Background: an optimization exercise with open tools, aiming at small area, a short achievable clock period and few clock cycles per item. Do not read the settings as production practice.
Where RTL was checked, it was by simulation tests only, not by an equivalence proof against the original.

run A:
// multiplier
module multiplier #(MANT_BITS=23, EXP_BITS=8)(
	input wire clk,
	input wire reset_n,
	input wire input_valid,
	input logic [EXP_BITS+MANT_BITS:0] in_a,
	input logic [EXP_BITS+MANT_BITS:0] in_b,
	output logic [EXP_BITS+MANT_BITS:0] data_out,
	output logic output_valid
);
clock: 8.0 ns
lec_check: 0
cap_margin: 20
core_margin: 2
core_utilization: 40
setup_slack_margin: 1.0
slew_margin: 20
run.sh (not shown) runs the stock make flow with config.mk's settings and CLKGATE_MAP_FILE= SYNTH_SCRIPT=/design/flow/synth_recipe.tcl, a recipe that flattens the netlist after the stock synthesis.
Testbench counts of run A, summed over its fixed seeds: cycles 3,200, items 3,200.
What run B does differently from run A at the input level:
# run A
export LEC_CHECK = 0
export CAP_MARGIN = 20
export CORE_MARGIN = 2
export CORE_UTILIZATION = 40
export SETUP_SLACK_MARGIN = 1.0
export SLEW_MARGIN = 20
create_clock -name core_clock -period 8.0 [get_ports {clk}]
# run B
export LEC_CHECK = 0
export CAP_MARGIN = 20
export CORE_MARGIN = 2
export CORE_UTILIZATION = 40
export SLEW_MARGIN = 20
create_clock -name core_clock -period 8.0 [get_ports {clk}]
Results
- Run A → run B: number of I/O port buffers flat; routed wire length flat.
- For sequential share of layout area, run A and run B come out practically identical.
- [compare] base=run A new=run B: net count reported at finish ~0 delta; design area -about 0.7%.
Input-level comparison between run C and run B:
# run B
export LEC_CHECK = 0
export CAP_MARGIN = 20
export CORE_MARGIN = 2
export CORE_UTILIZATION = 40
export SLEW_MARGIN = 20
create_clock -name core_clock -period 8.0 [get_ports {clk}]
# run C
export LEC_CHECK = 0
export CAP_MARGIN = 20
export CORE_MARGIN = 2
export CORE_UTILIZATION = 40
export SETUP_SLACK_MARGIN = 2.0
export SLEW_MARGIN = 20
create_clock -name core_clock -period 8.0 [get_ports {clk}]
Findings:
Layout overhead on the synthesized area (lower): run B. Logic depth of the worst path, buffers included for run C: 2 down relative to run B. [compare] base=run B new=run C: met3 wirelength from detailed routing higher; final hold slack went down by 0.011 ns; global-route wire length before repair picked up an extra 1.7 mm; part of the Yosys area used for sequential elements has remained practically unchanged. Summary — routed wire length, run C relative to run B: higher, by about 1.2%. In run C, the global-route total usage across every layer came out 0.27 points above the value in run B. Measured against each other, run B and run C differ in worst hold path stage count, the higher figure coming from run B. As far as area fraction in compound gates after synthesis goes, run C and run B are indistinguishable; the numbers are identical.

multiplier, a different RTL version from the one above (not shown whole).
Size in the first run: about 1,800 cells after synthesis, about 100 I/O pins, roughly 18,000 µm² of cells after synthesis.
==> flow/config.mk <==
export PLATFORM = sky130hd
export DESIGN_NAME = multiplier
export DESIGN_NICKNAME = multiplier
export VERILOG_FILES = /design/flow/design.v
export SDC_FILE = /design/flow/constraint.sdc
export NUM_CORES = 4
export LEC_CHECK = 0
export CAP_MARGIN = 20
export CORE_MARGIN = 2
export CORE_UTILIZATION = 60
export SETUP_SLACK_MARGIN = 2.0
export SLEW_MARGIN = 20
export SYNTH_HIERARCHICAL = 1
==> flow/constraint.sdc <==
create_clock -name core_clock -period 8.0 [get_ports {clk}]
set_input_delay 1.6000 -clock core_clock [delete_from_list [all_inputs] [get_ports {clk}]]
set_output_delay 1.6000 -clock core_clock [all_outputs]
set_load 0.01 [all_outputs]
standard.sh (not shown) runs the stock make flow with config.mk's settings and CLKGATE_MAP_FILE= SYNTH_SCRIPT=/design/flow/synth_recipe.tcl, a recipe that flattens the netlist after the stock synthesis.
==> flow/flow/run.sh <==
#!/bin/bash
set -euo pipefail
export BUFFER_PORTS_ARGS="-buffer_cell sky130_fd_sc_hd__buf_4"
bash standard.sh > standard.log 2>&1
==> next run, changes <==
CORE_UTILIZATION = 70   (was 60)
SETUP_SLACK_MARGIN = 2.5   (was 2.0)
The changed run ran to the end with no violations.
Fmax grows by a few percent.
Hold slack hardly moves.
Final cell count stays flat.
Cell area increases by a few percent.
Global-route usage went up by 6.6 points.
Register-to-register slack gains 0.17 ns.
Area after synthesis does not change.
Via count climbs by a little under a tenth.
Die area went down by roughly a tenth.
Setup slack is better by 0.18 ns.
No functional check of the RTL was part of any run of this note.

-- port drivers added, routing unchanged --
How much do the figures lean on ideal ports? The routed layouts below were timed once more, with nothing changed but the port constraints. Step 1 sets driving cells, clkbuf_16 on the clock port and buf_2 on the other inputs (assumed; they add their load-dependent delay and slew). Step 2 moves the port delays by t, midway between the first and last clock arrival at a register: inputs arrive t later, outputs are due t later. That takes back most of the time a late clock gives input paths. Three values: no drivers, after step 1, after step 2; two values: the first two.
run | shift t [ns] | setup slack, ns | slew at the worst register clock pin (ns)
run A | 0.421 | 1.094 / 1.117 / 0.696 | 0.08 / 0.08
run B | 0.422 | 0.807 / 0.815 / 0.393 | 0.08 / 0.08
run C | 0.459 | 1.933 / 1.966 / 1.507 | 0.09 / 0.09
the first run of note 2 | 0.419 | 2.134 / 2.152 / 1.733 | 0.09 / 0.09
the second run of note 2 | 0.438 | 2.316 / 2.347 / 1.910 | 0.10 / 0.10
After both steps setup and hold are still met in every run listed. For run C, which loses most, drivers alone change the setup slack by +0.033 ns; drivers and shift together by -0.426 ns.
